Source: an optimization exercise on an open RTL-to-GDS flow (aim: small area). Production flows keep margins and buffers that such runs may drop. Only simulation tests tie the RTL to the original design; equivalence was not proved. Power figures rest on the tool's default switching activity, not on a simulated workload.

==> flow/design.v (excerpt) <==
module fpadd_top (
    input  wire        clk,
    input  wire [31:0] a,
    input  wire [31:0] b,
    output reg  [31:0] y
);
Size: roughly 970 cells after synthesis, ~97 I/O pins, roughly 6900 sq um of cells after synthesis.
export LEC_CHECK = 0
export CAP_MARGIN = 20
export CORE_MARGIN = 2
export CORE_UTILIZATION = 55
export SLEW_MARGIN = 20
create_clock -name core_clock -period 11.0 [get_ports {clk}]
standard.sh (not shown) runs the stock make flow with config.mk's settings and CLKGATE_MAP_FILE= SYNTH_SCRIPT=/design/flow/synth_recipe.tcl, a recipe that flattens the netlist after the stock synthesis.
==> flow/flow/run.sh <==
#!/bin/bash
# Own layout flow: the standard ORFS flow, with three changes:
#  - synthesis maps the combinational logic with an area-oriented ABC script (flow/area.abc),
#    without the Kogge-Stone adder map and without full-adder extraction;
#  - port buffers use sky130_fd_sc_hd__buf_1;
#  - everything else (floorplan, tapcells, PDN, placement, CTS, routing) is the standard flow.
set -euo pipefail
W=$(pwd)
FLOWDIR=$W/flow
# synthesis script: ORFS synth.tcl with the abc call using our script
sed -e "s|log_cmd abc {\*}\$abc_args|log_cmd abc {*}[lreplace \$abc_args 1 1 $FLOWDIR/area.abc]|" \
  "$FLOW_HOME/scripts/synth.tcl" > "$W/own_synth_core.tcl"
grep -q "$FLOWDIR/area.abc" "$W/own_synth_core.tcl"
sed -e "s|source \$::env(SCRIPTS_DIR)/synth.tcl|source $W/own_synth_core.tcl|" \
  "$W/synth_recipe.tcl" > "$W/own_synth.tcl"
grep -q own_synth_core "$W/own_synth.tcl"
# further make variables, one NAME=value per line
EXTRA=()
if [[ -f "$FLOWDIR/extra.mk" ]]; then mapfile -t EXTRA < <(grep -v '^#' "$FLOWDIR/extra.mk" | grep .); fi
bash "$W/standard.sh" SYNTH_SCRIPT="$W/own_synth.tcl" ADDER_MAP_FILE= \
  SYNTH_OPERATIONS_ARGS="-noshare" BUFFER_PORTS_ARGS="-buffer_cell sky130_fd_sc_hd__buf_1" \
  "${EXTRA[@]}" finish > "$W/flow_make.log" 2>&1
==> flow/flow/area.abc <==
strash
dch
amap
topo
stime -c
buffer -c
upsize -c
dnsize -c
Change:
==> flow/flow/extra.mk (new file) <==
CTS_ARGS=-sink_clustering_enable -repair_clock_nets -dont_use_dummy_load -buf_list {sky130_fd_sc_hd__clkbuf_4 sky130_fd_sc_hd__clkbuf_8}
- CTS_BUF_LIST: unset -> sky130_fd_sc_hd__clkbuf_4 sky130_fd_sc_hd__clkbuf_8
Result:
- The changed run finished with timing, DRC and antenna clean
- count of clock-buffer cells in the layout drops by 1
- final cell count drops by 0.57%
- sequential power stays flat
- global-route usage goes down by 0.16 points
- utilization came out lower by 1.6 points
- wire length drops by about 0.44%
- cell area shrinks by about 2.4%
- combinational power barely changes
- power went down by about 8%
- maximum frequency is about the same
Change:
--- a/flow/flow/run.sh
+++ b/flow/flow/run.sh
@@ -15,8 +15,6 @@
   "$W/synth_recipe.tcl" > "$W/own_synth.tcl"
 grep -q own_synth_core "$W/own_synth.tcl"
-# further make variables, one NAME=value per line
-EXTRA=()
-if [[ -f "$FLOWDIR/extra.mk" ]]; then mapfile -t EXTRA < <(grep -v '^#' "$FLOWDIR/extra.mk" | grep .); fi
+BUF="-buffer_cell sky130_fd_sc_hd__buf_1"
 bash "$W/standard.sh" SYNTH_SCRIPT="$W/own_synth.tcl" ADDER_MAP_FILE= \
-  SYNTH_OPERATIONS_ARGS="-noshare" BUFFER_PORTS_ARGS="-buffer_cell sky130_fd_sc_hd__buf_1" \
-  "${EXTRA[@]}" finish > "$W/flow_make.log" 2>&1
+  SYNTH_OPERATIONS_ARGS="-noshare" BUFFER_PORTS_ARGS="$BUF" $(cat "$FLOWDIR/extra.mk" 2>/dev/null) finish \
+  > "$W/flow_make.log" 2>&1
- CTS_BUF_LIST: sky130_fd_sc_hd__clkbuf_4 sky130_fd_sc_hd__clkbuf_8 -> unset
removed: flow/flow/extra.mk
=> Via count rises slightly; area after synthesis stays the same; clock skew falls by 0.011 ns; core utilization rises by 1.6 points; final cell count rises slightly; clock-buffer cell count rises by 1; die area stays the same; clock power rises by well over a third; setup slack is worse by 0.025 ns.
Change:
--- a/flow/flow/run.sh
+++ b/flow/flow/run.sh
@@ -15,6 +15,8 @@
   "$W/synth_recipe.tcl" > "$W/own_synth.tcl"
 grep -q own_synth_core "$W/own_synth.tcl"
-BUF="-buffer_cell sky130_fd_sc_hd__buf_1"
+# further make variables, one NAME=value per line
+EXTRA=()
+if [[ -f "$FLOWDIR/extra.mk" ]]; then mapfile -t EXTRA < <(grep -v '^#' "$FLOWDIR/extra.mk" | grep .); fi
 bash "$W/standard.sh" SYNTH_SCRIPT="$W/own_synth.tcl" ADDER_MAP_FILE= \
-  SYNTH_OPERATIONS_ARGS="-noshare" BUFFER_PORTS_ARGS="$BUF" $(cat "$FLOWDIR/extra.mk" 2>/dev/null) finish \
-  > "$W/flow_make.log" 2>&1
+  SYNTH_OPERATIONS_ARGS="-noshare" BUFFER_PORTS_ARGS="-buffer_cell sky130_fd_sc_hd__buf_1" \
+  "${EXTRA[@]}" finish > "$W/flow_make.log" 2>&1
==> flow/flow/area.abc (replaced) <==
strash
ifraig
dch
amap
topo
stime -c
buffer -c
upsize -c
dnsize -c
==> flow/flow/extra.mk (new file) <==
CTS_ARGS=-sink_clustering_enable -repair_clock_nets -dont_use_dummy_load -buf_list {sky130_fd_sc_hd__clkbuf_4 sky130_fd_sc_hd__clkbuf_8}
- CTS_BUF_LIST: unset -> sky130_fd_sc_hd__clkbuf_4 sky130_fd_sc_hd__clkbuf_8
Result:
- non-clock buffer count decreases by 5
- clock power goes down by about 44%
- critical path depth increases by 4
- power fell by about 7.5%
- synthesized area went up by about 0.3%
- setup slack degrades by 0.12 ns
- design area goes down by 1.9%
- hold slack hardly moves
- register-to-register slack loses 0.12 ns
- global-route usage came out higher by 0.10 points

Another version of the RTL of fpadd_top (not shown whole).
Size: roughly 890 cells after synthesis, about 96 flip-flops, roughly 6600 um2 of cells after synthesis.
==> flow/config.mk <==
export PLATFORM = sky130hd
export DESIGN_NAME = fpadd_top
export DESIGN_NICKNAME = fpadd_top
export VERILOG_FILES = /design/flow/design.v
export SDC_FILE = /design/flow/constraint.sdc
export NUM_CORES = 4
export LEC_CHECK = 0
export CAP_MARGIN = 20
export CORE_MARGIN = 2
export CORE_UTILIZATION = 55
export CTS_BUF_LIST = sky130_fd_sc_hd__clkbuf_4 sky130_fd_sc_hd__clkbuf_8
export SLEW_MARGIN = 20
==> flow/constraint.sdc <==
create_clock -name core_clock -period 11.0 [get_ports {clk}]
set_input_delay 2.2000 -clock core_clock [delete_from_list [all_inputs] [get_ports {clk}]]
set_output_delay 2.2000 -clock core_clock [all_outputs]
set_load 0.01 [all_outputs]
==> flow/flow/run.sh <==
#!/bin/bash
# Own layout flow: the standard ORFS flow, with three changes:
#  - synthesis maps the combinational logic with an area-oriented ABC script (flow/area.abc),
#    without the Kogge-Stone adder map and without full-adder extraction;
#  - port buffers use sky130_fd_sc_hd__buf_1;
#  - everything else (floorplan, tapcells, PDN, placement, CTS, routing) is the standard flow.
set -euo pipefail
W=$(pwd)
FLOWDIR=$W/flow
# synthesis script: ORFS synth.tcl with the abc call using our script
sed -e "s|log_cmd abc {\*}\$abc_args|log_cmd abc {*}[lreplace \$abc_args 1 1 $FLOWDIR/area.abc]|" \
  "$FLOW_HOME/scripts/synth.tcl" > "$W/own_synth_core.tcl"
grep -q "$FLOWDIR/area.abc" "$W/own_synth_core.tcl"
sed -e "s|source \$::env(SCRIPTS_DIR)/synth.tcl|source $W/own_synth_core.tcl|" \
  "$W/synth_recipe.tcl" > "$W/own_synth.tcl"
grep -q own_synth_core "$W/own_synth.tcl"
# further make variables, one NAME=value per line
EXTRA=()
if [[ -f "$FLOWDIR/extra.mk" ]]; then mapfile -t EXTRA < <(grep -v '^#' "$FLOWDIR/extra.mk" | grep .); fi
bash "$W/standard.sh" SYNTH_SCRIPT="$W/own_synth.tcl" ADDER_MAP_FILE= \
  SYNTH_OPERATIONS_ARGS="-noshare" BUFFER_PORTS_ARGS="-buffer_cell sky130_fd_sc_hd__buf_1" \
  "${EXTRA[@]}" finish > "$W/flow_make.log" 2>&1
==> flow/flow/area.abc <==
strash
ifraig
dc2
ifraig
dch
amap
topo
stime -c
buffer -c
upsize -c
dnsize -c
==> flow/flow/extra.mk <==
CTS_ARGS=-sink_clustering_enable -repair_clock_nets -dont_use_dummy_load -buf_list {sky130_fd_sc_hd__clkbuf_4 sky130_fd_sc_hd__clkbuf_8}
The baseline completed without violations.
Edit:
==> flow/flow/area.abc (replaced) <==
strash
ifraig
dch
amap
Outcome: Sequential share of layout area went up by 1.5 points; clock power barely changes; cell count shrinks by 0.59%; total power rose by 10%; wire length shrinks by 5.2%; combinational power grows by 17%; setup slack improved by 0.13 ns; global-route usage is higher by 0.77 points; via count shrinks by 0.57%.

Starting RTL as in the previous note.
clock: 11.0 ns
lec_check: 0
cap_margin: 20
core_margin: 2
core_utilization: 55
cts_buf_list: sky130_fd_sc_hd__clkbuf_4 sky130_fd_sc_hd__clkbuf_8
place_density: 0.8
slew_margin: 20
==> flow/flow/area.abc <==
strash
ifraig
dch
amap
topo
stime -c
buffer -c
upsize -c
dnsize -c
Scripts as last shown in full above: flow/flow/run.sh, flow/flow/extra.mk
Change:
==> flow/flow/extra.mk (replaced) <==
CTS_ARGS=-sink_clustering_enable -repair_clock_nets -dont_use_dummy_load -sink_clustering_size 24 -sink_clustering_max_diameter 80 -buf_list {sky130_fd_sc_hd__clkbuf_4 sky130_fd_sc_hd__clkbuf_8}
--- a/flow/config.mk
+++ b/flow/config.mk
@@ -11,3 +11,2 @@
 export CTS_BUF_LIST = sky130_fd_sc_hd__clkbuf_4 sky130_fd_sc_hd__clkbuf_8
-export PLACE_DENSITY = 0.8
 export SLEW_MARGIN = 20
Worst hold slack loses 0.030 ns.
Combinational power goes down by about 1%.
Worst setup slack degrades by 0.056 ns.
Clock power barely changes.
Clock skew is lower by 0.017 ns.
Sequential share of layout area is unchanged.
Total power goes down by 0.96%.
Die area is unchanged.

==> re-timing with driven ports <==
In the flow no input, the clock included, has a driving cell. The finished layouts below were timed again as built, in two steps.
Step 1 sets driving cells, clkbuf_16 on the clock port and buf_2 on the other inputs (assumed; they add their load-dependent delay and slew).
Step 2, shift: input delay + t, output delay - t, t = (earliest + latest rising clock arrival at the registers) / 2. This alone moves slack from input paths to output paths.
Three values: ideal, step 1, step 2; two values: the first two.
| run | shift t [ns] | setup slack, ns | latest minus earliest clock arrival (ns) | worst slew at a driven data input, ns |
|---|---|---|---|---|
| the first run of note 1 | 0.398 | 0.883 / 0.883 / 0.883 | 0.007 / 0.007 | 0.03 |
| the second run of note 1 | 0.408 | 0.908 / 0.908 / 0.908 | 0.026 / 0.026 | 0.03 |
| the third run of note 1 | 0.398 | 0.883 / 0.883 / 0.883 | 0.007 / 0.007 | 0.03 |
| the fourth run of note 1 | 0.412 | 0.761 / 0.761 / 0.761 | 0.016 / 0.016 | 0.03 |
| the first run of note 2 | 0.415 | 0.469 / 0.469 / 0.469 | 0.023 / 0.023 | 0.04 |
| the second run of note 2 | 0.404 | 0.604 / 0.604 / 0.604 | 0.018 / 0.018 | 0.04 |
| the first run of note 3 | 0.413 | 0.960 / 0.960 / 0.960 | 0.034 / 0.034 | 0.04 |
| the second run of note 3 | 0.412 | 0.905 / 0.905 / 0.905 | 0.018 / 0.017 | 0.04 |
After both steps setup and hold are still met in every run listed.
